This is an optimization exercise on Yosys and OpenROAD, whose aim is small area, a short achievable clock period and few clock cycles, not a production implementation.
Function was checked by simulation only, so behaviour that the tests miss may differ from the original.
Power is estimated from default activity; no workload was simulated.

### flow/run.sh
#!/bin/bash
# synth_recipe.tcl (not shown) runs the flow's synth.tcl, then flattens the netlist and writes it again
# the make line also repeats each setting of config.mk as NAME=value (left out here)
make -C /OpenROAD-flow-scripts/flow DESIGN_CONFIG=/design/flow/config.mk WORK_HOME=/design/flow/orfs CLKGATE_MAP_FILE= SYNTH_SCRIPT=/design/flow/synth_recipe.tcl finish
### flow/config.mk
export PLATFORM = sky130hd
export DESIGN_NAME = LASER
export DESIGN_NICKNAME = LASER
export VERILOG_FILES = /design/flow/design.v
export SDC_FILE = /design/flow/constraint.sdc
export NUM_CORES = 4
export LEC_CHECK = 0
export CAP_MARGIN = 20
export CORE_MARGIN = 2
export CORE_UTILIZATION = 40
export SLEW_MARGIN = 20
### flow/constraint.sdc
create_clock -name core_clock -period 11.0 [get_ports {CLK}]
set_input_delay 2.2000 -clock core_clock [delete_from_list [all_inputs] [get_ports {CLK}]]
set_output_delay 2.2000 -clock core_clock [all_outputs]
set_load 0.01 [all_outputs]
### flow/design.v
module LASER (
    input CLK,
    input RST,
    input  [3:0] X,
    input  [3:0] Y,
    output [3:0] C1X,
    output [3:0] C1Y,
    output [3:0] C2X,
    output [3:0] C2Y,
    output reg DONE
);
reg        scan;           
reg  [5:0] cnt;            
reg        first;          
reg        force_chg;      
reg        pv;             
reg        role;           
reg  [7:0] A;              
reg  [7:0] F;              
wire       read_last = ~scan & (cnt == 6'd39);
wire       t_last    = scan & (cnt == 6'd16);
wire [3:0] t         = cnt[3:0];
wire       rot       = scan & ~cnt[4];           
reg [15:0] B [0:15];       
reg  [5:0] best_val;
reg  [7:0] best_pos;
reg  [5:0] mcur;
wire       change = force_chg | (best_val > mcur);
wire       stop   = scan & (cnt == 6'd0) & ~first & ~change;
integer i;
always @(posedge CLK) begin
    for (i = 0; i < 16; i = i + 1) begin
        if (RST | stop)
            B[i] <= 16'd0;
        else if (rot)
            B[i] <= B[(i + 1) % 16];
        else if (~scan && Y == i)
            B[i] <= B[i] | (16'd1 << X);
    end
end
wire [15:0] win [0:8];
genvar gd, gc;
generate
for (gd = 0; gd < 9; gd = gd + 1) begin : g_row
    localparam integer D = gd - 4;
    wire [5:0] lr = {2'b00, t} + (D + 16);                
    wire [5:0] fr = {2'b01, F[7:4]};
    wire valid = (lr[5:4] == 2'b01);
    wire [5:0] ae = (lr > fr) ? (lr - fr) : (fr - lr);
    wire s4 = (ae == 6'd0);
    wire s3 = (ae == 6'd1) | (ae == 6'd2);
    wire s2 = (ae == 6'd3);
    wire s0 = (ae == 6'd4);
    for (gc = 0; gc < 16; gc = gc + 1) begin : g_col
        wire [3:0] adx = (F[3:0] > gc) ? (F[3:0] - gc) : (gc - F[3:0]);
        wire covf = (s4 & (adx <= 4)) | (s3 & (adx <= 3)) |
                    (s2 & (adx <= 2)) | (s0 & (adx == 0));
        assign win[gd][gc] = B[(D + 16) % 16][gc] & valid & ~covf;
    end
end
endgenerate
wire [3:0] S0 [0:15];
wire [3:0] S2 [0:15];
wire [3:0] S3 [0:15];
wire [3:0] S4 [0:15];
generate
for (gc = 0; gc < 16; gc = gc + 1) begin : g_vs
    assign S0[gc] = {3'd0, win[4][gc]};
    assign S2[gc] = win[2][gc] + win[3][gc] + win[4][gc] + win[5][gc] + win[6][gc];
    assign S3[gc] = S2[gc] + win[1][gc] + win[7][gc];
    assign S4[gc] = S3[gc] + win[0][gc] + win[8][gc];
end
endgenerate
wire [3:0] P0 [0:23];
wire [3:0] P2 [0:23];
wire [3:0] P3 [0:23];
wire [3:0] P4 [0:23];
generate
for (gc = 0; gc < 24; gc = gc + 1) begin : g_pad
    if (gc < 4 || gc > 19) begin : g_z
        assign P0[gc] = 4'd0; assign P2[gc] = 4'd0;
        assign P3[gc] = 4'd0; assign P4[gc] = 4'd0;
    end else begin : g_v
        assign P0[gc] = S0[gc - 4]; assign P2[gc] = S2[gc - 4];
        assign P3[gc] = S3[gc - 4]; assign P4[gc] = S4[gc - 4];
    end
end
endgenerate
reg [5:0] cov_r [0:15];
wire [5:0] cov [0:15];
generate
for (gc = 0; gc < 16; gc = gc + 1) begin : g_cov
    assign cov[gc] = P4[gc + 4] + P3[gc + 3] + P3[gc + 5]
                   + P3[gc + 2] + P3[gc + 6] + P2[gc + 1]
                   + P2[gc + 7] + P0[gc] + P0[gc + 8];
end
endgenerate
reg [3:0] row_r;            
always @(posedge CLK) begin
    if (rot) begin
        for (i = 0; i < 16; i = i + 1)
            cov_r[i] <= cov[i];
        row_r <= t;
    end
end
reg [15:0] alive;
reg [5:0]  rmax;
reg [3:0]  rarg;
reg [15:0] hit;
integer b, k;
always @(*) begin
    alive = 16'hffff;
    for (b = 5; b >= 0; b = b - 1) begin
        for (k = 0; k < 16; k = k + 1)
            hit[k] = alive[k] & cov_r[k][b];
        rmax[b] = |hit;
        if (|hit) alive = hit;
    end
    rarg = 4'd0;
    for (k = 15; k >= 0; k = k - 1)
        if (alive[k]) rarg = k[3:0];
end
wire       s2_on    = scan & (cnt != 6'd0);                  
wire       take     = (cnt == 6'd1) | (rmax > best_val);
wire [7:0] best_pos_n = take ? {row_r, rarg} : best_pos;
always @(posedge CLK) begin
    if (s2_on) begin
        if (take) begin
            best_val <= rmax;
            best_pos <= {row_r, rarg};
        end
        if (row_r == A[7:4])
            mcur <= cov_r[A[3:0]];
    end
end
always @(posedge CLK) begin
    if (RST) begin
        scan <= 1'b0;
        cnt  <= 6'd0;
        DONE <= 1'b0;
    end else begin
        DONE <= stop;
        if (~scan) begin
            cnt  <= read_last ? 6'd0 : cnt + 6'd1;
            scan <= read_last;
        end else if (stop) begin
            cnt  <= 6'd0;
            scan <= 1'b0;
        end else begin
            cnt  <= t_last ? 6'd0 : cnt + 6'd1;
        end
    end
end
always @(posedge CLK) begin
    if (~scan) begin
        A <= 8'd0; F <= 8'd0; role <= 1'b0;
        first <= 1'b1; pv <= 1'b0; force_chg <= 1'b0;
    end else if (t_last) begin
        F         <= best_pos_n;
        A         <= F;
        role      <= ~role;
        first     <= 1'b0;
        pv        <= pv | (best_pos_n != A);
        force_chg <= ~pv;
    end
end
assign C1X = role ? F[3:0] : A[3:0];
assign C1Y = role ? F[7:4] : A[7:4];
assign C2X = role ? A[3:0] : F[3:0];
assign C2Y = role ? A[7:4] : F[7:4];
endmodule
==> notes.md <==
[sequential cells by signal (all words and copies together), names as in the netlist, 4 cells and up]
name and flops:
B 256, cov_r 96, A 8, F 8, best_pos 8, best_val 6, cnt 6, mcur 6
row_r 4
[worst max path at each step]
stage                                      from                      to  slack (ns)  cells past startpoint
after floorplan               cnt[2]$_SDFF_PP0_   cov_r[9][5]$_DFFE_PP_        1.48                     34
after global placement    cov_r[0][5]$_DFFE_PP_       F[0]$_SDFFE_PN0P_        0.96                     36
after detailed placement      cnt[2]$_SDFF_PP0_  cov_r[11][5]$_DFFE_PP_        0.75                     34
after CTS                     cnt[2]$_SDFF_PP0_  cov_r[11][5]$_DFFE_PP_        0.73                     34
after global routing          cnt[2]$_SDFF_PP0_  cov_r[11][5]$_DFFE_PP_        0.04                     35
final                         cnt[2]$_SDFF_PP0_  cov_r[11][5]$_DFFE_PP_        0.60                     34
[worst max-delay path, delay by kind of cell, from the launching register on]
kind / cells / cell delay (ns)
and+or+nand+nor: 2 / 0.98
adders and majority gates: 12 / 5.62
DFF: 1 / 0.48
xor gates and xnor gates: 2 / 0.32
buffers and inverters: 10 / 0.93
AOI/OAI and AO/OA: 7 / 1.42
muxes: 1 / 0.33
[area by class of cell]
type,count,share of cell area [%]
timing repair buffer,185,3.53
inverter,583,5.28
multi-input combinational,3306,60.9
tap,1254,3.78
sequential,404,22.4
clock inverter,24,0.627
clock buffer,68,3.49
[cells in the final DEF (no fill, tap or decap), drive strengths merged, types with 120 or more instances in the layout]
master and instances:
nand2 290, o21ai 200, o22ai 199, fa 340, inv 583, nor3 146
nor2 586, dfxtp 284, buf 159, edfxtp 120, a21oi 386, ha 220
[through the flow]
stage | setup slack [ns] | cells | hold WS (ns) | power, mW
after floorplan | 1.48 | 4547 | 0.423 | 1.98
after global placement | 0.956 | 5731 | 0.435 | 2.29
after detailed placement | 0.750 | 5732 | 0.439 | 2.28
after CTS | 0.734 | 5824 | 0.451 | 3.99
after global routing | 0.0369 | 5824 | 0.472 | 4.11
final | 0.605 | 5824 | 0.453 | 4.00
[Yosys cell counts (103+ instances only)]
library cell,instances,area (um^2)
dfxtp_1,284,5690
xnor2_1,103,902
clkbuf_1,224,841
a21oi_1,385,1930
o22ai_1,199,1240
ha_1,220,2750
nand2_1,290,1090
nor3_1,146,731
fa_1,340,6810
edfxtp_1,120,3600
inv_1,578,2170
o21ai_0,173,866
nor2_1,586,2200
[cell families (layout without fill, tap and decap cells)]
group | after synthesis | count (layout)
fa+ha+maj | 570 | 570
mux | 61 | 61
compound gates | 1235 | 1235
flops | 404 | 404
buf+inv | 837 | 860
simple gates | 1302 | 1302
xor+xnor | 138 | 138
[metal layers]
| metal | GRT usage (%) | vias to the layer above | part of all wire (%) |
|---|---|---|---|
| li1 | - | 15600 | - |
| met2 | 49.0 | 2055 | 42 |
| met5 | 0 | - | 0.031 |
| met4 | 17.6 | 6 | 6.0 |
| met1 | 47.0 | 17300 | 42 |
| met3 | 8.00 | 434 | 10 |
[power groups by stage]
stage	registers (mW)	clock network, mW	logic, mW
after floorplan	1.57	0	0.416
after global placement	1.57	0	0.718
after detailed placement	1.57	0	0.714
after CTS	1.54	1.73	0.718
after global routing	1.54	1.79	0.786
final	1.54	1.71	0.759
==> flow_summary.ini <==
[pwr]
p_int_mw = 2.73
swShare_pct = 31.9
powerDensity_mw_per_mm2 = 96.4
peakVddDrop_mv = 0.122
share_comb_of_total_power_pct = 19.0
clkPwrFrac_pct = 42.6
power_frac_seq_pct = 38.4
power.switching_mw = 1.28
leakage_nw = 17.7

[yosys]
async_flop_share_pct = 0
synth-simple-area-share_pct = 15.4
seq_area_frac_synth_pct = 24.6
ys_ff_latch = 404
ys_types = 84
synthXorXnorAreaFrac_pct = 3.21
synthCells = 4547
synth_warnings = 3
synth.avg_cell_area_um2 = 8.29
netlist_area_mm2 = 0.0377
synthesis.nets = 5117
synth-edff-count = 120
synthFlopType = dfxtp_1
synthAdderAreaFrac_pct = 25.6
synth_top_family_by_area = adder cells
synth-compound-area-share_pct = 20.9
synthMuxAreaShare_pct = 1.68

[floorplanning]
die_x_um = 311
core_mm2 = 0.0933
num_rows = 112
dieHeight_um = 311
ios = 27
die_area_mm2 = 0.0967
start_util_pct = 40.4

[clocking]
cts_sinks = 404
clkLatencyLatePin_ns = 0.67
postCtsSetupBuffers = 0
root_buffer = clkbuf_16
cts_tree = yes
path_clk_slew_ns = 0.07
clockBufferDepth = 3
cts_resized = 0
ctsHoldBuffers = 0
numCtsBuffers = 49
h-tree-depth = 2

[drt]
vias = 35500
drcViolationCount = 0
wl_per_cell_um = 28.5
detail_route.vias_per_cell = 6.09
wl_mm = 166
dr.first_iter.drc_count = 4591
final_antenna_net_count = 0
drtPass1Iterations = 6

[worst_setup_path]
path_class = flop to flop
crit_arrival_ns = 10.78
cpMostUsedCell = inv_1
end_kind = flop
reg2reg_from = cnt[2]$_SDFF_PP0_
timing.rr.end = cov_r[11][5]$_DFFE_PP_
path_max_fanout = 12
critical_path.startpoint_type = flop
cpMaxStageDelayCell = a311oi_1
rr_worst_depth = 34
cpPeakStageDelay_ns = 0.61
r2r_setup_slack_ns = 0.60
critPathRequiredTime_ns = 11.39

[global_routing]
antenna_found_initial = 7
grt_pass1_wl_mm = 241
grtUsageTotal_pct = 33.9
grt_max_degree = 209
grt_pass1_vias = 33900
grt-ovfl-total = 0

[sta]
hold_viol_final = 0
slew_viol_final = 0
achievable-frequency_ghz = 0.0962
rsz0062_at_grt = false
period_needed_ns = 10.40
finalSetupViolations = 0
relSlewSlack_pct = 17.0
period_share_pct = 94.5
timing.setup.tns_ns = 0
worst_clock_skew_ns = 0.0595
tightest_slew_ns = 1.23

[run]
drv_cap = 0

[placed_design]
io_buffers = 26
place_area_mm2 = 0.0398
place_congestion = 1.14
post-dp-hpwl_mm = 131

[final_layout]
multiInputGateArea_mm2 = 0.0253
nets = 5099
diodes = 0
nFillCells = 9356
area_delta_synth_final_pct = 10.1
drive_gt1_share_pct = 6.94
regArea_mm2 = 0.00929
stdcell_area_mm2 = 0.0415
postLayoutCoreUtil_pct = 44.5

[status]
status = complete, no violations

[worst_hold_path]
whs_path_depth = 2
hold_path.startpoint = first$_SDFFE_PN1P_
hp-class = flop to flop
hold_end = first$_SDFFE_PN1P_
Testbench counts, summed over its fixed seeds: cycles 11,941.

==> static timing again, ports no longer ideal <==
The flow's constraints put no driver on any port. The routed layout listed below was extracted and timed again, unchanged, in two steps.
Step 1 assumes that a clkbuf_16 drives the clock port and a buf_2 every other input.
Step 2 also shifts input and output timing later by t, the mid clock arrival at the registers, as if the neighbouring blocks saw the same clock.
Slacks: no drivers / after step 1 / after step 2; pairs: no drivers / after step 1.
shift t [ns]: 0.714
setup slack, ns: 0.605 / 0.605 / 0.605
worst setup path after step 2: register to register
worst register clock-pin slew, ns: 0.07 / 0.07
worst slew at a driven data input, ns: 0.05
After both steps setup and hold are still met in this run. The setup slack of this run moves by 0.000 ns with the drivers and by 0.000 ns with both steps.
